From an optimization exercise on the open Yosys and OpenROAD flow, aimed at small area and a short achievable clock period; shortcuts taken in it are not production practice.
At most, simulation tests tie the RTL to the original design; equivalence was not proved.
Function not checked in runs 2 to 4: the RTL went through the layout flow alone.
Power and IR drop assume default switching activity.

===== flow/run.sh =====
#!/bin/bash
# synth_recipe.tcl (not shown) runs the flow's synth.tcl, then flattens the netlist and writes it again
# the make line also repeats each setting of config.mk as NAME=value (left out here)
make -C /OpenROAD-flow-scripts/flow DESIGN_CONFIG=/design/flow/config.mk WORK_HOME=/design/flow/orfs CLKGATE_MAP_FILE= SYNTH_SCRIPT=/design/flow/synth_recipe.tcl finish

===== flow/config.mk =====
export PLATFORM = sky130hd
export DESIGN_NAME = npu
export DESIGN_NICKNAME = npu
export VERILOG_FILES = /design/flow/design.v
export SDC_FILE = /design/flow/constraint.sdc
export NUM_CORES = 4
export LEC_CHECK = 0
export CAP_MARGIN = 20
export CORE_MARGIN = 2
export CORE_UTILIZATION = 40
export PLACE_DENSITY = 0.6
export SLEW_MARGIN = 20

===== flow/constraint.sdc =====
create_clock -name core_clock -period 5.5 [get_ports {clk}]
set_input_delay 1.1000 -clock core_clock [delete_from_list [all_inputs] [get_ports {clk}]]
set_output_delay 1.1000 -clock core_clock [all_outputs]
set_load 0.01 [all_outputs]

===== flow/design.v =====
 module MAC #(
    parameter int bit_width = 8,
    parameter int acc_width = 24
 )(
  /*verilator lint_off UNUSED*/
    input logic   clk,
    input logic   control,
    input logic   reset,
    input logic [acc_width - 1:0]  acc_in,
    input logic [bit_width - 1:0]  data_in,
    input logic [bit_width - 1:0]  wt_path_in,
    output logic [acc_width - 1:0] acc_out,
    output logic [bit_width - 1:0] data_out,
    output logic [bit_width - 1:0] wt_path_out
  /*verilator lint_on UNUSED*/
 );
    logic [acc_width - 1:0] result;
    logic [acc_width - 1:0] acc_reg;
    always_ff @(posedge clk) begin
        if (reset) begin
            acc_out <= '0;
            wt_path_out <= '0;
   data_out<='0;
        end
        else if (!reset) begin
            acc_out <= acc_reg;
            wt_path_out <= wt_path_in;
            data_out <= data_in;
        end
    end
    always_comb begin
        result = data_in * wt_path_in;
        acc_reg = acc_in + result;
    end
 endmodule
module MMU #(
    parameter int depth = 3,
    parameter int bit_width = 8,
    parameter int acc_width = 24,
    parameter int size = 3
)(
  /*verilator lint_off UNUSED*/
    input logic				      clk,
    input logic				      control,
    input logic				      reset,
    input logic [(bit_width * depth) - 1 : 0] data_arr,
    input logic [(bit_width * depth) - 1 : 0] wt_arr,
    output logic [(acc_width * size) - 1 : 0] acc_out
);
    logic [bit_width - 1:0] data_out00, data_out01, data_out02;
    logic [bit_width - 1:0] data_out10, data_out11, data_out12;
    logic [bit_width - 1:0] data_out20, data_out21, data_out22;
    logic [bit_width - 1:0] wt_out00, wt_out01, wt_out02;
    logic [bit_width - 1:0] wt_out10, wt_out11, wt_out12;
    logic [bit_width - 1:0] wt_out20, wt_out21, wt_out22;
    logic [acc_width - 1:0] acc_out00, acc_out01, acc_out02;
    logic [acc_width - 1:0] acc_out10, acc_out11, acc_out12;
    logic [acc_width - 1:0] acc_out20, acc_out21, acc_out22;
   /*verilator lint_on UNUSED*/
    MAC #(.bit_width(bit_width), .acc_width(acc_width)) m00 (
        .clk(clk), .control(control), .reset(reset), .acc_in(24'b0), .acc_out(acc_out00), 
        .data_in(data_arr[7:0]), .wt_path_in(wt_arr[7:0]), .data_out(data_out00), .wt_path_out(wt_out00)
    );
    MAC #(.bit_width(bit_width), .acc_width(acc_width)) m10 (
        .clk(clk), .control(control), .reset(reset), .acc_in(24'b0), .acc_out(acc_out10), 
        .data_in(data_out00), .wt_path_in(wt_arr[15:8]), .data_out(data_out10), .wt_path_out(wt_out10)
    );
    MAC #(.bit_width(bit_width), .acc_width(acc_width)) m20 (
        .clk(clk), .control(control), .reset(reset), .acc_in(24'b0), .acc_out(acc_out20), 
        .data_in(data_out10), .wt_path_in(wt_arr[23:16]), .data_out(data_out20), .wt_path_out(wt_out20)
    );
    MAC #(.bit_width(bit_width), .acc_width(acc_width)) m01 (
        .clk(clk), .control(control), .reset(reset), .acc_in(acc_out00), .acc_out(acc_out01), 
        .data_in(data_arr[15:8]), .wt_path_in(wt_out00), .data_out(data_out01), .wt_path_out(wt_out01)
    );
    MAC #(.bit_width(bit_width), .acc_width(acc_width)) m11 (
        .clk(clk), .control(control), .reset(reset), .acc_in(acc_out10), .acc_out(acc_out11), 
        .data_in(data_out01), .wt_path_in(wt_out10), .data_out(data_out11), .wt_path_out(wt_out11)
    );
    MAC #(.bit_width(bit_width), .acc_width(acc_width)) m21 (
        .clk(clk), .control(control), .reset(reset), .acc_in(acc_out20), .acc_out(acc_out21), 
        .data_in(data_out11), .wt_path_in(wt_out20), .data_out(data_out21), .wt_path_out(wt_out21)
    );
    MAC #(.bit_width(bit_width), .acc_width(acc_width)) m02 (
        .clk(clk), .control(control), .reset(reset), .acc_in(acc_out01), .acc_out(acc_out02), 
        .data_in(data_arr[23:16]), .wt_path_in(wt_out01), .data_out(data_out02), .wt_path_out(wt_out02)
    );
    MAC #(.bit_width(bit_width), .acc_width(acc_width)) m12 (
        .clk(clk), .control(control), .reset(reset), .acc_in(acc_out11), .acc_out(acc_out12), 
        .data_in(data_out02), .wt_path_in(wt_out11), .data_out(data_out12), .wt_path_out(wt_out12)
    );
    MAC #(.bit_width(bit_width), .acc_width(acc_width)) m22 (
        .clk(clk), .control(control), .reset(reset), .acc_in(acc_out21), .acc_out(acc_out22), 
        .data_in(data_out12), .wt_path_in(wt_out21), .data_out(data_out22), .wt_path_out(wt_out22)
    );
    always_ff @(posedge clk) begin
        acc_out <= {acc_out22, acc_out12, acc_out02};
    end
endmodule
module multiplier (
    input  [7:0]        a,
    input  [7:0]        b,
    output logic [15:0] result
);
    assign result = a * b;
endmodule
module adder (
    input  [15:0]       a,
    input  [15:0]       b,
    output logic [15:0] result
);
    assign result = a + b;
endmodule
module pe (
    input		clk,
    input		rst,
    input [7:0]		input_data,
    input [7:0]		weight,
    input [15:0]	accum_in,
    output logic [15:0]	accum_out
);
    logic [15:0] mul_result;
    logic [15:0] add_result;
    multiplier mult (
        .a(input_data),
        .b(weight),
        .result(mul_result)
    );
    adder add (
        .a(mul_result),
        .b(accum_in),
        .result(add_result)
    );
    always @(posedge clk) begin
        if (rst) begin
            accum_out <= 0;
        end else if (!rst) begin
            accum_out <= add_result;
        end
    end
endmodule
module top_module (
    input		clk,
    input		rst,
    input logic [7:0]	data_pe0,
    input logic [7:0]	data_pe1,
    input logic [7:0]	data_pe2,
    input logic [7:0]	data_pe3,
    input logic [7:0]	data_pe4,
    input logic [7:0]	data_pe5,
    input logic [7:0]	data_pe6,
    input logic [7:0]	data_pe7,
    input logic [7:0]	data_pe8,
    input logic [7:0]	wt_pe0,
    input logic [7:0]	wt_pe1,
    input logic [7:0]	wt_pe2,
    input logic [7:0]	wt_pe3,
    input logic [7:0]	wt_pe4,
    input logic [7:0]	wt_pe5,
    input logic [7:0]	wt_pe6,
    input logic [7:0]	wt_pe7,
    input logic [7:0]	wt_pe8,
    output logic [15:0]	output_data,
    output logic	fin
);
    logic [15:0]		pe_out0;
    logic [15:0]		pe_out1;
    logic [15:0]		pe_out2;
    logic [15:0]		pe_out3;
    logic [15:0]		pe_out4;
    logic [15:0]		pe_out5;
    logic [15:0]		pe_out6;
    logic [15:0]		pe_out7;
    logic [15:0]		pe_out8;
    pe pe0 (
        .clk(clk),
        .rst(rst),
        .input_data(data_pe0),
        .weight(wt_pe0),
        .accum_in(16'b0),
        .accum_out(pe_out0)
    );
    pe pe1 (
        .clk(clk),
        .rst(rst),
        .input_data(data_pe1),
        .weight(wt_pe1),
        .accum_in(pe_out0),
        .accum_out(pe_out1)
    );
    pe pe2 (
        .clk(clk),
        .rst(rst),
        .input_data(data_pe2),
        .weight(wt_pe2),
        .accum_in(pe_out1),
        .accum_out(pe_out2)
    );
    pe pe3 (
        .clk(clk),
        .rst(rst),
        .input_data(data_pe3),
        .weight(wt_pe3),
        .accum_in(pe_out2),
        .accum_out(pe_out3)
    );
    pe pe4 (
        .clk(clk),
        .rst(rst),
        .input_data(data_pe4),
        .weight(wt_pe4),
        .accum_in(pe_out3),
        .accum_out(pe_out4)
    );
    pe pe5 (
        .clk(clk),
        .rst(rst),
        .input_data(data_pe5),
        .weight(wt_pe5),
        .accum_in(pe_out4),
        .accum_out(pe_out5)
    );
    pe pe6 (
        .clk(clk),
        .rst(rst),
        .input_data(data_pe6),
        .weight(wt_pe6),
        .accum_in(pe_out5),
        .accum_out(pe_out6)
    );
    pe pe7 (
        .clk(clk),
        .rst(rst),
        .input_data(data_pe7),
        .weight(wt_pe7),
        .accum_in(pe_out6),
        .accum_out(pe_out7)
    );
    pe pe8 (
        .clk(clk),
        .rst(rst),
        .input_data(data_pe8),
        .weight(wt_pe8),
        .accum_in(pe_out7),
        .accum_out(pe_out8)
    );
    always_ff @ (posedge clk) begin
       if (rst) begin
	  output_data <= 0;
	  fin <= 0;
       end
       else begin
	     output_data <= pe_out8;
	     fin <= 1'b1;
       end
    end
endmodule
module con_input (
    input	       clk, rst,
    input [23:0]       data,
    input [23:0]       wt,
    input	       send,
    output logic [7:0] data_pe0,
    output logic [7:0] data_pe1,
    output logic [7:0] data_pe2,
    output logic [7:0] data_pe3,
    output logic [7:0] data_pe4,
    output logic [7:0] data_pe5,
    output logic [7:0] data_pe6,
    output logic [7:0] data_pe7,
    output logic [7:0] data_pe8,
    output logic [7:0] wt_pe0,
    output logic [7:0] wt_pe1,
    output logic [7:0] wt_pe2,
    output logic [7:0] wt_pe3,
    output logic [7:0] wt_pe4,
    output logic [7:0] wt_pe5,
    output logic [7:0] wt_pe6,
    output logic [7:0] wt_pe7,
    output logic [7:0] wt_pe8
);
   logic [3:0] cnt;
   logic [7:0]	fdata_pe0;
   logic [7:0]	fdata_pe1;
   logic [7:0]	fdata_pe2;
   logic [7:0]	fdata_pe3;
   logic [7:0]	fdata_pe4;
   logic [7:0]	fdata_pe5;
   logic [7:0]	fdata_pe6;
   logic [7:0]	fdata_pe7;
   logic [7:0]	fdata_pe8;
   logic [7:0]	fwt_pe0;
   logic [7:0]	fwt_pe1;
   logic [7:0]	fwt_pe2;
   logic [7:0]	fwt_pe3;
   logic [7:0]	fwt_pe4;
   logic [7:0]	fwt_pe5;
   logic [7:0]	fwt_pe6;
   logic [7:0]	fwt_pe7;
   logic [7:0]	fwt_pe8;
   always_ff @ (posedge clk) begin
      if (rst) begin
         fdata_pe0 <= 0;
         fdata_pe1 <= 0;
         fdata_pe2 <= 0;
         fdata_pe3 <= 0;
         fdata_pe4 <= 0;
         fdata_pe5 <= 0;
         fdata_pe6 <= 0;
         fdata_pe7 <= 0;
         fdata_pe8 <= 0;
         fwt_pe0   <= 0;
         fwt_pe1   <= 0;
         fwt_pe2   <= 0;
         fwt_pe3   <= 0;
         fwt_pe4   <= 0;
         fwt_pe5   <= 0;
         fwt_pe6   <= 0;
         fwt_pe7   <= 0;
         fwt_pe8   <= 0;
         cnt <= 0;
         data_pe0 <= 0;
         data_pe1 <= 0;
         data_pe2 <= 0;
         data_pe3 <= 0;
         data_pe4 <= 0;
         data_pe5 <= 0;
         data_pe6 <= 0;
         data_pe7 <= 0;
         data_pe8 <= 0;
         wt_pe0    <= 0;
         wt_pe1    <= 0;
         wt_pe2    <= 0;
         wt_pe3    <= 0;
         wt_pe4    <= 0;
         wt_pe5    <= 0;
         wt_pe6    <= 0;
         wt_pe7    <= 0;
         wt_pe8    <= 0;
      end else begin
         if (send) begin
            if (cnt == 0) begin
               fdata_pe6 <= data[23:16];
               fdata_pe7 <= data[15:8];
               fdata_pe8 <= data[7:0];
               fwt_pe6 <= wt[23:16];
               fwt_pe7 <= wt[15:8];
               fwt_pe8 <= wt[7:0];
               cnt <= 1;
            end else if (cnt == 1) begin
               fdata_pe3 <= data[23:16];
               fdata_pe4 <= data[15:8];
               fdata_pe5 <= data[7:0];
               fwt_pe3 <= wt[23:16];
               fwt_pe4 <= wt[15:8];
               fwt_pe5 <= wt[7:0];
               cnt <= 2;
            end else if (cnt == 2) begin
               fdata_pe0 <= data[23:16];
               fdata_pe1 <= data[15:8];
               fdata_pe2 <= data[7:0];
               fwt_pe0 <= wt[23:16];
               fwt_pe1 <= wt[15:8];
               fwt_pe2 <= wt[7:0];
               cnt <= 3;
            end else if (cnt==3) begin
	       data_pe0 <= fdata_pe0;
	       data_pe1 <= fdata_pe1;
	       data_pe2 <= fdata_pe2;
	       data_pe3 <= fdata_pe3;
	       data_pe4 <= fdata_pe4;
	       data_pe5 <= fdata_pe5;
	       data_pe6 <= fdata_pe6;
	       data_pe7 <= fdata_pe7;
	       data_pe8 <= fdata_pe8;
	       wt_pe0 <= fwt_pe0;
	       wt_pe1 <= fwt_pe1;
	       wt_pe2 <= fwt_pe2;
	       wt_pe3 <= fwt_pe3;
	       wt_pe4 <= fwt_pe4;
	       wt_pe5 <= fwt_pe5;
	       wt_pe6 <= fwt_pe6;
	       wt_pe7 <= fwt_pe7;
	       wt_pe8 <= fwt_pe8;
	       cnt <= 4;
	    end else if (cnt==4) begin  
	       cnt <= 5;
	    end else if (cnt==5) begin
	       cnt <= 6;
	    end else if (cnt==6) begin
	       cnt <= 7;
            end else if (cnt==7) begin
	       cnt <=8;
            end else if (cnt==8) begin
	       cnt <= 9;
            end else if (cnt==9) begin
	       cnt <= 8;
            end else if (cnt==10) begin
	       cnt <= 9;
            end else if (cnt==11) begin
	       cnt <= 10;
            end else if (cnt==12) begin
	       cnt <= 11;
            end else if (cnt==13) begin
	       cnt <= 12;
            end else if (cnt==14) begin
	       cnt <= 15;
            end else begin
	       cnt <= 0;
	       data_pe0 <= 0;
	       data_pe1 <= 0;
	       data_pe2 <= 0;
	       data_pe3 <= 0;
	       data_pe4 <= 0;
	       data_pe5 <= 0;
	       data_pe6 <= 0;
	       data_pe7 <= 0;
	       data_pe8 <= 0;
	       wt_pe0 <= 0;
	       wt_pe1 <= 0;
	       wt_pe2 <= 0;
	       wt_pe3 <= 0;
	       wt_pe4 <= 0;
	       wt_pe5 <= 0;
	       wt_pe6 <= 0;
	       wt_pe7 <= 0;
	       wt_pe8 <= 0;
	    end
         end  
	 else begin
	    cnt <= 0;
	    data_pe0 <= 0;
            data_pe1 <= 0;
	    data_pe2 <= 0;
            data_pe3 <= 0;
            data_pe4 <= 0;
	    data_pe5 <= 0;
            data_pe6 <= 0;
	    data_pe7 <= 0;
            data_pe8 <= 0;
            wt_pe0 <= 0;
            wt_pe1 <= 0;
            wt_pe2 <= 0;
            wt_pe3 <= 0;
            wt_pe4 <= 0;
            wt_pe5 <= 0;
            wt_pe6 <= 0;
            wt_pe7 <= 0;
            wt_pe8 <= 0;
	 end  
      end
   end
endmodule
module conv(
	    /*verilator lint_off UNUSED*/
	    input		clk, rst,
	    input [23:0]	data,
	    input [23:0]	wt,
	    input		send,
	    output logic [15:0]	output_data,
	    output logic	fin
	    /*verilator lint_on UNUSED*/
	    );
/*verilator lint_off UNUSED*/
   logic [7:0]	data_pe0;
   logic [7:0]	data_pe1;
   logic [7:0]	data_pe2;
   logic [7:0]	data_pe3;
   logic [7:0]	data_pe4;
   logic [7:0]	data_pe5;
   logic [7:0]	data_pe6;
   logic [7:0]	data_pe7;
   logic [7:0]	data_pe8;
   logic [7:0]	wt_pe0;
   logic [7:0]	wt_pe1;
   logic [7:0]	wt_pe2;
   logic [7:0]	wt_pe3;
   logic [7:0]	wt_pe4;
   logic [7:0]	wt_pe5;
   logic [7:0]	wt_pe6;
   logic [7:0]	wt_pe7;
   logic [7:0]	wt_pe8;
   /*verilator lint_on UNUSED*/
   con_input in_buf (
		     .data_pe0		(data_pe0[7:0]),
		     .data_pe1		(data_pe1[7:0]),
		     .data_pe2		(data_pe2[7:0]),
		     .data_pe3		(data_pe3[7:0]),
		     .data_pe4		(data_pe4[7:0]),
		     .data_pe5		(data_pe5[7:0]),
		     .data_pe6		(data_pe6[7:0]),
		     .data_pe7		(data_pe7[7:0]),
		     .data_pe8		(data_pe8[7:0]),
		     .wt_pe0		(wt_pe0[7:0]),
		     .wt_pe1		(wt_pe1[7:0]),
		     .wt_pe2		(wt_pe2[7:0]),
		     .wt_pe3		(wt_pe3[7:0]),
		     .wt_pe4		(wt_pe4[7:0]),
		     .wt_pe5		(wt_pe5[7:0]),
		     .wt_pe6		(wt_pe6[7:0]),
		     .wt_pe7		(wt_pe7[7:0]),
		     .wt_pe8		(wt_pe8[7:0]),
		     .clk		(clk),
		     .rst		(rst),
		     .data		(data[23:0]),
		     .wt		(wt[23:0]),
		     .send		(send));
   top_module con (
		   .output_data		(output_data[15:0]),
		   .fin                 (fin),
		   .clk			(clk),
		   .rst			(rst),
		   .data_pe0		(data_pe0[7:0]),
		   .data_pe1		(data_pe1[7:0]),
		   .data_pe2		(data_pe2[7:0]),
		   .data_pe3		(data_pe3[7:0]),
		   .data_pe4		(data_pe4[7:0]),
		   .data_pe5		(data_pe5[7:0]),
		   .data_pe6		(data_pe6[7:0]),
		   .data_pe7		(data_pe7[7:0]),
		   .data_pe8		(data_pe8[7:0]),
		   .wt_pe0		(wt_pe0[7:0]),
		   .wt_pe1		(wt_pe1[7:0]),
		   .wt_pe2		(wt_pe2[7:0]),
		   .wt_pe3		(wt_pe3[7:0]),
		   .wt_pe4		(wt_pe4[7:0]),
		   .wt_pe5		(wt_pe5[7:0]),
		   .wt_pe6		(wt_pe6[7:0]),
		   .wt_pe7		(wt_pe7[7:0]),
		   .wt_pe8		(wt_pe8[7:0]));
endmodule  
module npu (
    input               clk,
    input               reset,
    input               cov,
    input  [23:0]       data,
    input  [23:0]       wt,
    output logic [71:0] mmu_out,
    output logic [15:0] conv_out,
    output logic        conv_fin
);
    MMU mmu (
        .clk(clk),
        .control(1'b0),
        .reset(reset),
        .data_arr(data),
        .wt_arr(wt),
        .acc_out(mmu_out)
    );
    conv con (
        .clk(clk),
        .rst(reset),
        .data(data),
        .wt(wt),
        .send(cov),
        .output_data(conv_out),
        .fin(conv_fin)
    );
endmodule

==> impl_metrics.json, run 1 <==
{
  "numCtsBuffers": 89,
  "setup_viol": 0,
  "drc": 0,
  "cts_sinks": 765,
  "final_area_sq_um": 73900,
  "power_density_nw_per_um2": 226,
  "max_slew_margin_pct": 31.5,
  "startpoint_type": "input pin",
  "place_area_sq_um": 70800,
  "synth.yosys.seq_area_share_pct": 23.2,
  "design.die.area_sq_um": 169000,
  "avgSynthCellArea_sq_um": 8.82,
  "path_clk_slew_ns": 0.06,
  "vias": 47700,
  "die_h_um": 411,
  "ios": 140,
  "vdd_drop_max_mv": 0.254,
  "grt_usage_pct": 19.4,
  "rsz0062_at_grt": "no",
  "start_util_pct": 40.2,
  "worstMarginPinSlew_ns": 1.03,
  "first_pass_iters": 5,
  "critPathKind": "in2reg",
  "ys_warn_count": 5,
  "grt_first_pass_wirelength_mm": 263,
  "hold_path.class": "reg2reg",
  "drtIter0Drc": 2648,
  "cap_violations": 0,
  "grt_pass1_vias": 49300,
  "synth_flop_cell": "dfxtp_1",
  "cts_resized": 0,
  "cts-htree-levels": 3,
  "portBuffers": 124,
  "hold_viol": 0,
  "cts_tree": "done",
  "antenna_found_initial": 8,
  "power_w": 0.0167,
  "clockBufferDepth": 3,
  "grt_remaining_overflow": 0,
  "cts_root_buf": "clkbuf_16",
  "ys_ff_latch": 765,
  "avgRoutedWirePerCell_um": 16.1,
  "fp.dieW_um": 411,
  "min_period_over_period_pct": 93.1,
  "crit_required_ns": 6.07,
  "clk-insertion-delay-late_ns": 0.70,
  "setup_tns_ns": 0,
  "fin_nets": 9200,
  "postCtsSetupBuffers": 0,
  "fp-row-count": 149,
  "synth_cell_type_count": 73,
  "leakage_nw": 35.9,
  "syn_area_sq_um": 66100,
  "critical_path_peak_fanout": 7,
  "area_growth_syn_to_layout_pct": 11.7,
  "async_flop_share_pct": 0,
  "whs_ns": 0.318,
  "max_freq_mhz": 195,
  "wl_mm": 160,
  "fin_util_pct": 44.9,
  "final_antenna_net_count": 0,
  "drive_gt1_share_pct": 5.06,
  "drv_slew": 0,
  "finalCriticalPeriod_ns": 5.12,
  "fin_skew_ns": 0.0217,
  "core_area_sq_um": 165000,
  "cp.arrival_ns": 5.69,
  "hold_buffers": 0,
  "gp_congestion": 0.857,
  "drt-vias-per-instance": 4.82,
  "status": "complete, no violations",
  "synth_edf_count": 0,
  "grt_max_degree": 178,
  "syn_inst": 7497,
  "end_kind": "flop",
  "dp_hpwl_mm": 126
}
logic make-up (layout without fill, tap and decap cells):
| kind of cell | Yosys count | after routing | share of synthesized area (%) |
|---|---|---|---|
| buffers and inverters | 1848 | 2051 | 10.6 |
| xor gates and xnor gates | 136 | 136 | 1.80 |
| and+or+nand+nor | 2413 | 2413 | 18.0 |
| AOI/OAI and AO/OA | 798 | 798 | 7.82 |
| DFF | 765 | 765 | 23.2 |
| adders and majority gates | 1511 | 1511 | 38.2 |
| muxes | 25 | 25 | 0.414 |
| other | 1 | 21 | 0.00567 |
through the flow:
stage / std cells / setup WS [ns]
after floorplan: 7511 / 0.271
after global placement: 9736 / -0.251
after detailed placement: 9736 / -0.271
after CTS: 9903 / 0.477
after global routing: 9904 / 0.190
final: 9909 / 0.381
state kept, by name, summed over array words and instances (netlist names), 18 cells and up:
register         flops
mmu.m01.acc_out     18
mmu.m22.acc_out     19
mmu.m12.acc_out     19
mmu.m11.acc_out     18
mmu.acc_out         57
mmu.m02.acc_out     19
mmu.m21.acc_out     18
layout by cell type (no fill, tap or decap), types with 98 or more instances in the layout:
| master | instances |
|---|---|
| a21oi_1 | 276 |
| fa_1 | 847 |
| nor2b_1 | 234 |
| a22oi_1 | 144 |
| nor2_1 | 401 |
| clkdlybuf4s50_1 | 123 |
| inv_1 | 1576 |
| o21ai_0 | 98 |
| buf_4 | 161 |
| dfxtp_1 | 765 |
| nand2_1 | 836 |
| and2_1 | 684 |
| ha_1 | 664 |
metal layers:
layer	vias up	GRT usage (%)	part of all wire [%]
met2	850	32.0	46
met4	2	5.32	2.1
met1	23500	26.8	48
met3	175	2.17	4.0
met5	-	0	0.0081
li1	23200	-	-
area by class of cell:
cell class | instances | area, sq um
Inverter | 1577 | 5920
Sequential cell | 765 | 15300
Fill cell | 15900 | 90700
Clock buffer | 114 | 2440
Clock inverter | 53 | 653
Antenna cell | 6 | 15.0
Timing Repair Buffer | 307 | 2900
Tap cell | 2189 | 2740
Multi-Input combinational cell | 4898 | 43900
cells in the mapped netlist (44+ instances only):
cell         n  share of area [%]
nor2_1     401                2.3
dfxtp_1    765                 23
inv_1     1577                9.0
ha_1       664                 13
fa_1       847                 26
nor2b_1    234                2.2
a21oi_1    276                2.1
xor2_1      45               0.60
nor3_1      79               0.60
a21o_1      49               0.56
a22oi_1    144                1.6
xnor2_1     91                1.2
and2_1     685                6.5
clkbuf_1   231                1.3
nand3_1     44               0.33
nand2_1    837                4.8
o21ai_0     98               0.74
critical path: stages:
cell	delay [ns]
clkdlybuf4s50_1	0.62
buf_4	0.22
nand2_1	0.07
fa_1	0.50
inv_1	0.06
fa_1	0.45
ha_1	0.29
inv_1	0.05
fa_1	0.47
inv_1	0.05
ha_1	0.29
nor2b_1	0.15
o31a_1	0.26
o21ai_1	0.24
a21oi_1	0.13
o2111a_1	0.23
or4_1	0.50
path summary, 6_finish.rpt:
| path | start | end | slack, ns | cells after the start |
|---|---|---|---|---|
| worst max-delay path | data[20] | mmu.m02.acc_out[13] | 0.38 | 17 |
| worst min-delay path | mmu.m12.acc_out[3] | mmu.acc_out[27] | 0.32 | 0 |
| worst min register to register | mmu.m12.acc_out[3] | mmu.acc_out[27] | 0.32 | 0 |
| worst max register to register | con.in_buf.data_pe8[5] | con.con.pe8.accum_out[14] | 0.63 | 15 |
where the power goes:
part	switching (W)	internal, W
registers	0.000211	0.00592
clock network	0.00257	0.00369
logic	0.00233	0.00194
==> run 2: changes to the inputs <==
==> flow/design.v (replaced) <==
module npu (
    input               clk,
    input               reset,
    input               cov,
    input  [23:0]       data,
    input  [23:0]       wt,
    output logic [71:0] mmu_out,
    output logic [15:0] conv_out,
    output logic        conv_fin
);
    logic [23:0] rD, rW;           
    logic        fin;              
    logic        rk2;              
    logic        kw;               
    wire         rk = ~fin;        
    always_ff @(posedge clk) begin
        rD  <= data;
        rW  <= wt;
        fin <= ~reset;
        rk2 <= rk;
        kw  <= reset | rk | rk2;
    end
    assign conv_fin = fin;
    logic [7:0]  A1;               
    logic [9:0]  S, S1, S2;        
    logic [23:0] W1, W2;           
    logic [17:0] m0, m1, m2;
    always_ff @(posedge clk) begin
        A1 <= (reset | rk) ? 8'd0 : rD[7:0];
        S  <= A1 + (rk ? 8'd0 : rD[15:8]) + data[23:16];
        S1 <= S;
        S2 <= S1;
        W1 <= rW;
        W2 <= W1;
    end
    wire [7:0] w0 = kw ? 8'd0 : W2[7:0];
    wire [7:0] w1 = kw ? 8'd0 : W2[15:8];
    wire [7:0] w2 = kw ? 8'd0 : W2[23:16];
    always_ff @(posedge clk) begin
        m0 <= w0 * S;
        m1 <= w1 * S1;
        m2 <= w2 * S2;
    end
    assign mmu_out = {6'd0, m2, 6'd0, m1, 6'd0, m0};
    logic [1:0]  cnt;
    logic        v, v1, v2;
    logic [15:0] P0, P1, P2, P3, P4, P5, P6, P7, P8;
    always_ff @(posedge clk) begin
        if (reset | ~cov) begin
            cnt <= 2'd0;
            v   <= 1'b0;
        end else if (!v) begin
            cnt <= cnt + 2'd1;
            if (cnt == 2'd3) v <= 1'b1;
        end
        v1 <= v & ~reset;
        v2 <= v1;
    end
    wire [15:0] pa = rD[23:16] * rW[23:16];
    wire [15:0] pb = rD[15:8]  * rW[15:8];
    wire [15:0] pc = rD[7:0]   * rW[7:0];
    wire        ld = cov & ~v;
    always_ff @(posedge clk) begin
        if (ld && cnt == 2'd1) begin P6 <= pa; P7 <= pb; P8 <= pc; end
        if (ld && cnt == 2'd2) begin P3 <= pa; P4 <= pb; P5 <= pc; end
        if (ld && cnt == 2'd3) begin P0 <= pa; P1 <= pb; P2 <= pc; end
    end
    logic [15:0] q1, q2, q3, q4, q5, q6, q7, q8;
    wire  [15:0] q0 = v2 ? P0 : 16'd0;
    always_ff @(posedge clk) begin
        q1 <= rk ? 16'd0 : q0 + (v1 ? P1 : 16'd0);
        q2 <= rk ? 16'd0 : q1 + (v1 ? P2 : 16'd0);
        q3 <= rk ? 16'd0 : q2 + (v1 ? P3 : 16'd0);
        q4 <= rk ? 16'd0 : q3 + (v1 ? P4 : 16'd0);
        q5 <= rk ? 16'd0 : q4 + (v1 ? P5 : 16'd0);
        q6 <= rk ? 16'd0 : q5 + (v1 ? P6 : 16'd0);
        q7 <= rk ? 16'd0 : q6 + (v1 ? P7 : 16'd0);
        q8 <= rk ? 16'd0 : q7 + (v1 ? P8 : 16'd0);
    end
    assign conv_out = q8;
endmodule
==> impl_metrics.json, run 2 <==
{
  "status": "complete, no violations",
  "cts_resized": 0,
  "fp.dieW_um": 289,
  "power_w": 0.0113,
  "synthTopCellsByCount": "and2_1 (505), inv_1 (397), ha_1 (352), dfxtp_1 (324), fa_1 (269)",
  "max_slew_margin_pct": 35.5,
  "synth_adder_area_share_pct": 30.1,
  "final_antenna_net_count": 0,
  "min_period_over_period_pct": 94.4,
  "leakage_nw": 17.5,
  "cts_tree": "done",
  "wl_mm": 74.2,
  "area_growth_syn_to_layout_pct": 14.0,
  "place_area_sq_um": 35200,
  "synth.yosys.seq_area_share_pct": 33.2,
  "p_sw_w": 0.00389,
  "path_cells": "nor2b_2 > nand2_1 > fa_1 > fa_1 > inv_1 > fa_1 > inv_1 > fa_1 > inv_1 > ha_1 > nor2b_1 > a311o_2 > a32o_2 > or4_4 > a2111o_1 > o311ai_1",
  "slowest_stage": "fa_1",
  "mostFrequentLayoutCells": "and2_1 (502), inv_1 (397), ha_1 (352)",
  "grt_first_pass_wirelength_mm": 119,
  "synthXorXnorAreaFrac_pct": 4.09,
  "synth_top_area_share_pct": 19.9,
  "cts-htree-levels": 2,
  "path_delay_family": "adder cells",
  "synth_mux_area_share_pct": 0.281,
  "die_h_um": 289,
  "vias": 22300,
  "intPower_w": 0.00742,
  "cts_root_buf": "clkbuf_16",
  "ios": 140,
  "finalCriticalPeriod_ns": 5.19,
  "fin_skew_ns": 0.0242,
  "final_common_cell": "and2_1",
  "drv_slew": 0,
  "critPathBufInv": 3,
  "clk-insertion-delay-late_ns": 0.63,
  "cpMostUsedCell": "fa_1",
  "first_pass_iters": 5,
  "dp_hpwl_mm": 57.4,
  "critPathKind": "reg2reg",
  "clockBufferDepth": 3,
  "drive_gt1_share_pct": 4.80,
  "postCtsSetupBuffers": 0,
  "hold_viol": 0,
  "gp_congestion": 0.834,
  "cp.arrival_ns": 5.71,
  "synth_cell_type_count": 68,
  "numCtsBuffers": 55,
  "clockPowerShare_pct": 32.2,
  "setup_viol": 0,
  "async_flop_share_pct": 0,
  "max_freq_mhz": 193,
  "fp-row-count": 104,
  "path_clk_slew_ns": 0.06,
  "combPwrFrac_pct": 29.8,
  "avgRoutedWirePerCell_um": 16.3,
  "drc": 0,
  "syn_inst": 3250,
  "antenna_found_initial": 15,
  "crit-reg2reg-launch": "kw",
  "cts_sinks": 468,
  "vdd_drop_max_mv": 0.269,
  "end_kind": "flop",
  "synth_top_family_by_area": "adder cells",
  "setup_tns_ns": 0,
  "drt-vias-per-instance": 4.92,
  "ys_ff_latch": 468,
  "grt_max_degree": 69,
  "fin_nets": 4106,
  "p_seq_share_pct": 38.1,
  "portBuffers": 121,
  "start_util_pct": 40.4,
  "final_area_sq_um": 37100,
  "core_area_sq_um": 80500,
  "hold_start": "W1[7]",
  "synth_compound_area_share_pct": 8.74,
  "syn_area_sq_um": 32500,
  "power_density_nw_per_um2": 305,
  "grt_remaining_overflow": 0,
  "synth-simple-area-share_pct": 18.0,
  "synth_flop_cell": "dfxtp_1",
  "grt_usage_pct": 18.2,
  "ys_top_cells_by_area": "dfxtp_1 (20%), fa_1 (17%), ha_1 (14%)",
  "critical_path_peak_fanout": 8,
  "rsz0062_at_grt": "no",
  "avgSynthCellArea_sq_um": 10.0,
  "startpoint_type": "flop",
  "drtIter0Drc": 1163,
  "design.die.area_sq_um": 83600,
  "grt_pass1_vias": 22400,
  "hold_path.class": "reg2reg",
  "crit_required_ns": 6.02,
  "critPathMaxStageDelay_ns": 0.56,
  "synth_edf_count": 144,
  "ys_warn_count": 1,
  "cap_violations": 0,
  "worstMarginPinSlew_ns": 0.960,
  "swShare_pct": 34.4,
  "yosysTopAreaCell": "dfxtp_1",
  "crit_start": "kw",
  "yosysMostFrequentCell": "and2_1",
  "hold_buffers": 0
}
-- run 2: final timing paths --
check / endpoint / slack (ns) / depth (start not counted)
max: m0[16] / 0.31 / 16
min: W2[7] / 0.32 / 0
max reg2reg: m0[16] / 0.31 / 16
min reg2reg: W2[7] / 0.32 / 0
-- run 2: through the flow --
step	setup slack (ns)	cells	util [%]	hold slack, ns
floorplan	0.165	3267	-	0.310
global placement	0.305	4437	43.7	0.310
detailed placement	0.231	4437	43.7	0.312
CTS	0.138	4541	46.0	0.319
global route	0.0507	4542	46.0	0.321
finish	0.309	4542	46.0	0.318
-- run 2: area by class of cell --
type                       count  area (sq um)
fill                        7637         43500
sequential                   468         10800
tap                         1060          1330
inverter                     399          1500
antenna                        1          2.50
timing repair buffer         175          1620
clock inverter                29           320
clock buffer                  75          1500
multi-input combinational   2335         20000
-- run 2: cells by family after synthesis --
group / count (synthesis)
and+or+nand+nor: 1090
xor gates and xnor gates: 152
adders and majority gates: 621
AOI/OAI and AO/OA: 445
DFF: 468
muxes: 9
other: 1
buffers and inverters: 464
-- run 2: per-layer routing --
layer / wire, um / GRT usage (%) / part of all wire [%]
met4: 2060 / 5.59 / 2.8
met3: 3060 / 2.39 / 4.1
met5: 0 / 0 / 0
met2: 33800 / 29.5 / 46
met1: 35300 / 25.2 / 48
-- run 2: power groups by stage --
stage	Combinational, W	Clock (W)	Sequential (W)
floorplan	0.00172	0	0.00427
global placement	0.00339	0	0.00438
detailed placement	0.00339	0	0.00438
CTS	0.00342	0.00375	0.00431
global route	0.00373	0.00388	0.00434
finish	0.00337	0.00364	0.00430
==> run 3: changes to the inputs <==
--- a/flow/config.mk
+++ b/flow/config.mk
@@ -7,2 +7,3 @@
 export LEC_CHECK = 0
+export ABC_CLOCK_PERIOD_IN_PS = 3500
 export CAP_MARGIN = 20
@@ -11,2 +12,3 @@
 export PLACE_DENSITY = 0.6
+export SETUP_SLACK_MARGIN = 2.0
 export SLEW_MARGIN = 20
==> impl_metrics.json, run 3 <==
{
  "numCtsBuffers": 54,
  "rsz0062_at_grt": "yes",
  "drc": 0,
  "crit_required_ns": 6.02,
  "clockBufferDepth": 3,
  "min_period_over_period_pct": 88.0,
  "max_slew_margin_pct": 30.8,
  "clk-insertion-delay-late_ns": 0.64,
  "worstHoldPathCells": 0,
  "die_h_um": 289,
  "ys_warn_count": 1,
  "design.die.area_sq_um": 83600,
  "setup_tns_ns": 0,
  "start_util_pct": 40.4,
  "synth_top_area_share_pct": 19.9,
  "grt_first_pass_wirelength_mm": 125,
  "grt_usage_pct": 19.1,
  "seq_area_sq_um": 11000,
  "synthTopCellsByCount": "and2_1 (505), inv_1 (397), ha_1 (352), dfxtp_1 (324), fa_1 (269)",
  "ys_ff_latch": 468,
  "async_flop_share_pct": 0,
  "path_clk_slew_ns": 0.07,
  "final_common_cell": "and2_1",
  "grt_max_degree": 64,
  "synth.yosys.seq_area_share_pct": 33.2,
  "synth_cell_type_count": 68,
  "fin_nets": 4225,
  "hold_buffers": 0,
  "max_freq_mhz": 207,
  "setup_viol": 0,
  "final_antenna_net_count": 0,
  "fillers": 7373,
  "synth_edf_count": 144,
  "yosysMostFrequentCell": "and2_1",
  "startpoint_type": "flop",
  "yosysTopAreaCell": "dfxtp_1",
  "mostFrequentLayoutCells": "and2_1 (478), inv_1 (379), ha_1 (318)",
  "hold_path.class": "reg2reg",
  "reg2reg_setup_slack_ns": 0.66,
  "hold_start": "W1[20]",
  "reg2reg_to": "m0[16]",
  "avgSynthCellArea_sq_um": 10.0,
  "fp.dieW_um": 289,
  "setup_ws_ns": 0.662,
  "core_area_sq_um": 80500,
  "whs_ns": 0.308,
  "dpl_worst_slack_ns": 0.444,
  "drt-vias-per-instance": 4.92,
  "syn_area_sq_um": 32500,
  "drtIter0Drc": 1088,
  "critPathKind": "reg2reg",
  "status": "complete, no violations",
  "gp_congestion": 0.844,
  "fin_skew_ns": 0.0403,
  "dp_hpwl_mm": 58.7,
  "portBuffers": 121,
  "end_kind": "flop",
  "synth_flop_cell": "dfxtp_1",
  "wl_mm": 79.5,
  "cap_violations": 0,
  "syn_inst": 3250,
  "ys_top_cells_by_area": "dfxtp_1 (20%), fa_1 (17%), ha_1 (14%)",
  "grt_pass1_vias": 23200,
  "cts_root_buf": "clkbuf_16",
  "multi_input_area_sq_um": 21400,
  "area_growth_syn_to_layout_pct": 22.6,
  "cp.arrival_ns": 5.35,
  "fp-row-count": 104,
  "ff2ff_path_depth": 17,
  "drv_slew": 0,
  "critical_path_peak_fanout": 8,
  "antenna_found_initial": 13,
  "grt_remaining_overflow": 0,
  "worstMarginPinSlew_ns": 1.04,
  "leakage_nw": 18.5,
  "power_density_nw_per_um2": 324,
  "vias": 22900,
  "cts_sinks": 468,
  "ios": 140,
  "first_pass_iters": 7,
  "holdPathEnd": "W2[20]",
  "crit-reg2reg-launch": "kw",
  "cts-htree-levels": 2,
  "hold_viol": 0,
  "drive_gt1_share_pct": 15.6,
  "vdd_drop_max_mv": 0.416,
  "avgRoutedWirePerCell_um": 17.1,
  "finalCriticalPeriod_ns": 4.84,
  "cts_tree": "done"
}
[run 3: cell counts after synthesis]
No cell type changed its count.
[run 3: timing repair]
action                                  in CTS  in global routing
buffers inserted                            71                 60
endpoints found under the hold margin        0                  0
gates cloned                                 2                  3
pin swaps                                   51                 75
resized for setup                          168                162
endpoints found under the setup margin     136                128
[run 3: power breakdown]
| part | total [W] | switching [W] | internal (W) |
|---|---|---|---|
| logic | 0.00479 | 0.00259 | 0.00220 |
| registers | 0.00430 | 0.000251 | 0.00405 |
| clock network | 0.00383 | 0.00158 | 0.00225 |
| total | 0.0129 | 0.00442 | 0.00850 |
[run 3: critical path, cell delays in order, from the launching register on]
cell and delay [ns]:
dfxtp_4 0.47, nor2b_4 0.08, buf_12 0.14, and2_4 0.15, fa_2 0.38, fa_1 0.48, inv_1 0.05, fa_1 0.49
fa_1 0.49, inv_1 0.06, ha_4 0.24, a21oi_4 0.15, nor2b_4 0.05, a311o_2 0.33, a32o_2 0.29, or4_4 0.43
a2111o_1 0.37, o311ai_1 0.08
[run 3: per-layer routing]
metal | part of all wire (%) | wire, um | global-route usage, % | vias up
li1 | - | - | - | 11300
met1 | 46 | 36900 | 26.2 | 11200
met2 | 47 | 37500 | 31.6 | 382
met3 | 4.1 | 3280 | 2.62 | 91
met4 | 2.3 | 1810 | 5.34 | 0
met5 | 0 | 0 | 0 | -
[run 3: worst max-delay path by stage]
| stage | slack [ns] | cells past startpoint | from | to |
|---|---|---|---|---|
| finish | 0.66 | 17 | kw | m0[16] |
| global route | 0.56 | 17 | kw | m0[16] |
| CTS | 0.69 | 16 | kw | m0[16] |
| detailed placement | 0.44 | 17 | kw | m2[17] |
| global placement | 0.52 | 17 | kw | m2[17] |
| floorplan | 0.64 | 18 | kw | m0[16] |
[run 3: cell type report]
| cell class | count | share of cell area, % |
|---|---|---|
| antenna | 1 | 0.00627 |
| clock buffer | 63 | 3.57 |
| clock inverter | 38 | 1.19 |
| inverter | 399 | 3.76 |
| multi-input combinational | 2338 | 53.7 |
| sequential | 468 | 27.4 |
| tap | 1060 | 3.32 |
| timing repair buffer | 292 | 6.98 |
[run 3: cell families after synthesis]
| group | Yosys count | share of synthesized area (%) |
|---|---|---|
| multiplexers | 9 | 0.281 |
| other | 1 | 0.0115 |
| AND/OR/NAND/NOR | 1090 | 18.0 |
| adder cells (fa/ha/maj) | 621 | 30.1 |
| XOR/XNOR | 152 | 4.09 |
| AO/OA/AOI/OAI | 445 | 8.74 |
| buffers and inverters | 464 | 5.56 |
| flip-flops | 468 | 33.2 |
[run 3: per-stage QoR]
step	cells	util, %	total power (W)	instance area (sq um)
2_1_floorplan	3267	-	0.00623	33000
3_3_place_gp	4421	44.1	0.00794	35500
3_5_place_dp	4421	44.1	0.00795	35500
4_1_cts	4595	48.1	0.0126	38700
5_1_grt	4658	49.5	0.0136	39900
6_report	4659	49.5	0.0129	39900
==> run 4: changes to the inputs <==
--- a/flow/config.mk
+++ b/flow/config.mk
@@ -7,3 +7,3 @@
 export LEC_CHECK = 0
-export ABC_CLOCK_PERIOD_IN_PS = 3500
+export ABC_CLOCK_PERIOD_IN_PS = 3000
 export CAP_MARGIN = 20
@@ -12,3 +12,3 @@
 export PLACE_DENSITY = 0.6
-export SETUP_SLACK_MARGIN = 2.0
+export SETUP_SLACK_MARGIN = 2.5
 export SLEW_MARGIN = 20
==> impl_metrics.json, run 4 <==
{
  "ff2ff_path_depth": 17,
  "crit_start": "kw",
  "gp_congestion": 0.816,
  "hold_viol": 0,
  "wl_met3_mm": 3.97,
  "drc": 0,
  "fp.dieW_um": 289,
  "clockBufferDepth": 3,
  "max_slew_margin_pct": 35.2,
  "finalNonFillerCells": 4698,
  "cts_root_buf": "clkbuf_16",
  "dp_hpwl_mm": 58.2,
  "critPathKind": "reg2reg",
  "ys_top_cells_by_area": "dfxtp_1 (20%), fa_1 (17%), ha_1 (14%)",
  "grt_max_degree": 80,
  "synth_flop_cell": "dfxtp_1",
  "cap_violations": 0,
  "crit-reg2reg-launch": "kw",
  "cts-htree-levels": 2,
  "setup_viol": 0,
  "avgSynthCellArea_sq_um": 10.0,
  "clk-insertion-delay-late_ns": 0.62,
  "min_period_over_period_pct": 88.3,
  "place_area_sq_um": 35600,
  "drtIter0Drc": 1226,
  "p_sw_w": 0.00446,
  "synthTopCellsByCount": "and2_1 (505), inv_1 (397), ha_1 (352), dfxtp_1 (324), fa_1 (269)",
  "final_area_sq_um": 40500,
  "final_common_cell": "and2_1",
  "fin_nets": 4259,
  "leakage_nw": 18.8,
  "crit_required_ns": 6.03,
  "vias": 23400,
  "fp-row-count": 104,
  "combPwrFrac_pct": 38.0,
  "syn_area_sq_um": 32500,
  "crit_end": "m0[16]",
  "swShare_pct": 34.3,
  "worstMarginPinSlew_ns": 0.971,
  "mostFrequentLayoutCells": "and2_1 (469), inv_1 (360), ha_1 (313)",
  "cp.arrival_ns": 5.38,
  "grt_remaining_overflow": 0,
  "numCtsBuffers": 56,
  "synth.yosys.seq_area_share_pct": 33.2,
  "yosysTopAreaCell": "dfxtp_1",
  "critical_path_peak_fanout": 7,
  "end_kind": "flop",
  "drt-vias-per-instance": 4.97,
  "ios": 140,
  "core_area_sq_um": 80500,
  "reg2reg_to": "m0[16]",
  "highest_layer": "met4",
  "async_flop_share_pct": 0,
  "intPower_w": 0.00855,
  "syn_inst": 3250,
  "grt_first_pass_wirelength_mm": 125,
  "path_clk_slew_ns": 0.06,
  "cts_sinks": 468,
  "clockPowerShare_pct": 29.0,
  "power_density_nw_per_um2": 321,
  "antenna_found_initial": 22,
  "synth_top_area_share_pct": 19.9,
  "design.die.area_sq_um": 83600,
  "finalCriticalPeriod_ns": 4.86,
  "yosysMostFrequentCell": "and2_1",
  "ys_warn_count": 1,
  "first_pass_iters": 5,
  "reg2reg_setup_slack_ns": 0.64,
  "portBuffers": 121,
  "drive_gt1_share_pct": 17.9,
  "die_h_um": 289,
  "vdd_drop_max_mv": 0.334,
  "fillers": 7361,
  "area_growth_syn_to_layout_pct": 24.4,
  "p_seq_share_pct": 33.1,
  "cts_tree": "done",
  "rsz0062_at_grt": "yes",
  "placed_cells": 4423,
  "grt_usage_pct": 19.1,
  "setup_tns_ns": 0,
  "fin_skew_ns": 0.0160,
  "wl_met2_mm": 37.6,
  "synth_cell_type_count": 68,
  "synth_edf_count": 144,
  "wl_mm": 81.1,
  "max_freq_mhz": 206,
  "ys_ff_latch": 468,
  "grt_pass1_vias": 23000,
  "avgRoutedWirePerCell_um": 17.3,
  "start_util_pct": 40.4,
  "hold_path.class": "reg2reg",
  "final_antenna_net_count": 0,
  "startpoint_type": "flop",
  "m1WireLength_mm": 37.5,
  "drv_slew": 0,
  "status": "complete, no violations"
}
## run 4: cell counts after synthesis
Identical to the previous run, type by type.
## run 4: how the worst min path moves through the flow
stage	slack (ns)	from	endpoint	cells past startpoint
floorplan	0.31	W1[0]	W2[0]	0
global placement	0.31	W1[20]	W2[20]	0
detailed placement	0.31	W1[17]	W2[17]	0
CTS	0.32	W1[22]	W2[22]	0
global route	0.33	W1[20]	W2[20]	0
finish	0.32	W1[19]	W2[19]	0
## run 4: stage by stage
stage          setup WS, ns  power [W]  util (%)  hold slack (ns)
2_1_floorplan         0.640    0.00625         -            0.310
3_3_place_gp          0.497    0.00800      44.2            0.311
3_5_place_dp          0.406    0.00802      44.2            0.312
4_1_cts               0.703     0.0127      48.5            0.321
5_1_grt               0.526     0.0137      50.2            0.328
6_report              0.644     0.0130      50.2            0.320
## run 4: cells by family after synthesis
logic type / after synthesis / share of synthesized area [%]
compound gates: 445 / 8.74
xor+xnor: 152 / 4.09
fa+ha+maj: 621 / 30.1
buf+inv: 464 / 5.56
flops: 468 / 33.2
mux: 9 / 0.281
other cells: 1 / 0.0115
simple gates: 1090 / 18.0
## run 4: repair_timing
action / 4_1_cts / 5_1_grt
gates resized for setup: 218 / 200
gates cloned: 2 / 5
hold buffers: 0 / 0
endpoints found under the setup margin: 208 / 175
pin swaps: 66 / 87
buffers inserted: 88 / 71
## run 4: final cells by class
class                   instances  area (sq um)  area share (%)
diodes                          6          15.0          0.0371
clock buffers                  75          1510            3.74
clock inverters                28           359           0.888
inverters                     399          1500            3.71
multi-input cells            2339         21700            53.6
flip-flops and latches        468         10900            27.1
well taps                    1060          1330            3.28
repair buffers                323          3100            7.66
## run 4: layer usage
layer	vias up	global-route usage (%)
met5	-	0
met1	11500	26.4
met2	442	31.0
met4	0	5.40
li1	11300	-
met3	109	2.98
## run 4: critical path, stage by stage (launching register included)
cell and delay [ns]:
dfxtp_4 0.35, buf_12 0.14, nor2b_4 0.21, nand2_1 0.10
fa_1 0.47, fa_1 0.56, inv_2 0.04, fa_1 0.47
inv_1 0.05, fa_1 0.49, inv_2 0.04, ha_4 0.21
nor2b_4 0.12, a311o_2 0.34, a32o_2 0.29, or4_4 0.43
a2111o_1 0.37, o311ai_1 0.08
## run 4: power by group through the flow
stage,Sequential [W],Clock (W),Combinational [W]
final,0.00430,0.00377,0.00494
after global routing,0.00433,0.00401,0.00534
after CTS,0.00430,0.00386,0.00453
after detailed placement,0.00439,0,0.00362
after global placement,0.00439,0,0.00360
after floorplan,0.00427,0,0.00198

what the ideal ports hide:
Ports are ideal in the flow. The routed layouts listed here were re-timed in OpenROAD. Step 1 sets driving cells, clkbuf_16 on the clock port and buf_2 on the other inputs (assumed; they add their load-dependent delay and slew). Step 2 moves the port delays by t, midway between the first and last clock arrival at a register: inputs arrive t later, outputs are due t later. That takes back most of the time a late clock gives input paths. Slacks: ideal / step 1 / step 2; pairs: ideal / step 1.
run | shift t [ns] | setup slack, ns | latest minus earliest clock arrival (ns) | worst register clock-pin slew, ns | worst data-port slew with drivers (ns)
run 1 | 0.766 | 0.381 / 0.404 / -0.362 | 0.031 / 0.030 | 0.07 / 0.07 | 0.21
run 2 | 0.684 | 0.309 / 0.309 / 0.309 | 0.024 / 0.024 | 0.07 / 0.07 | 0.08
run 3 | 0.678 | 0.662 / 0.662 / 0.662 | 0.043 / 0.043 | 0.07 / 0.07 | 0.08
run 4 | 0.675 | 0.644 / 0.644 / 0.644 | 0.018 / 0.018 | 0.07 / 0.07 | 0.08
With both steps, setup timing fails in run 1, where it was met with ideal ports. The setup slack of run 1, which loses most, moves by +0.023 ns with the drivers and by -0.743 ns with both steps.
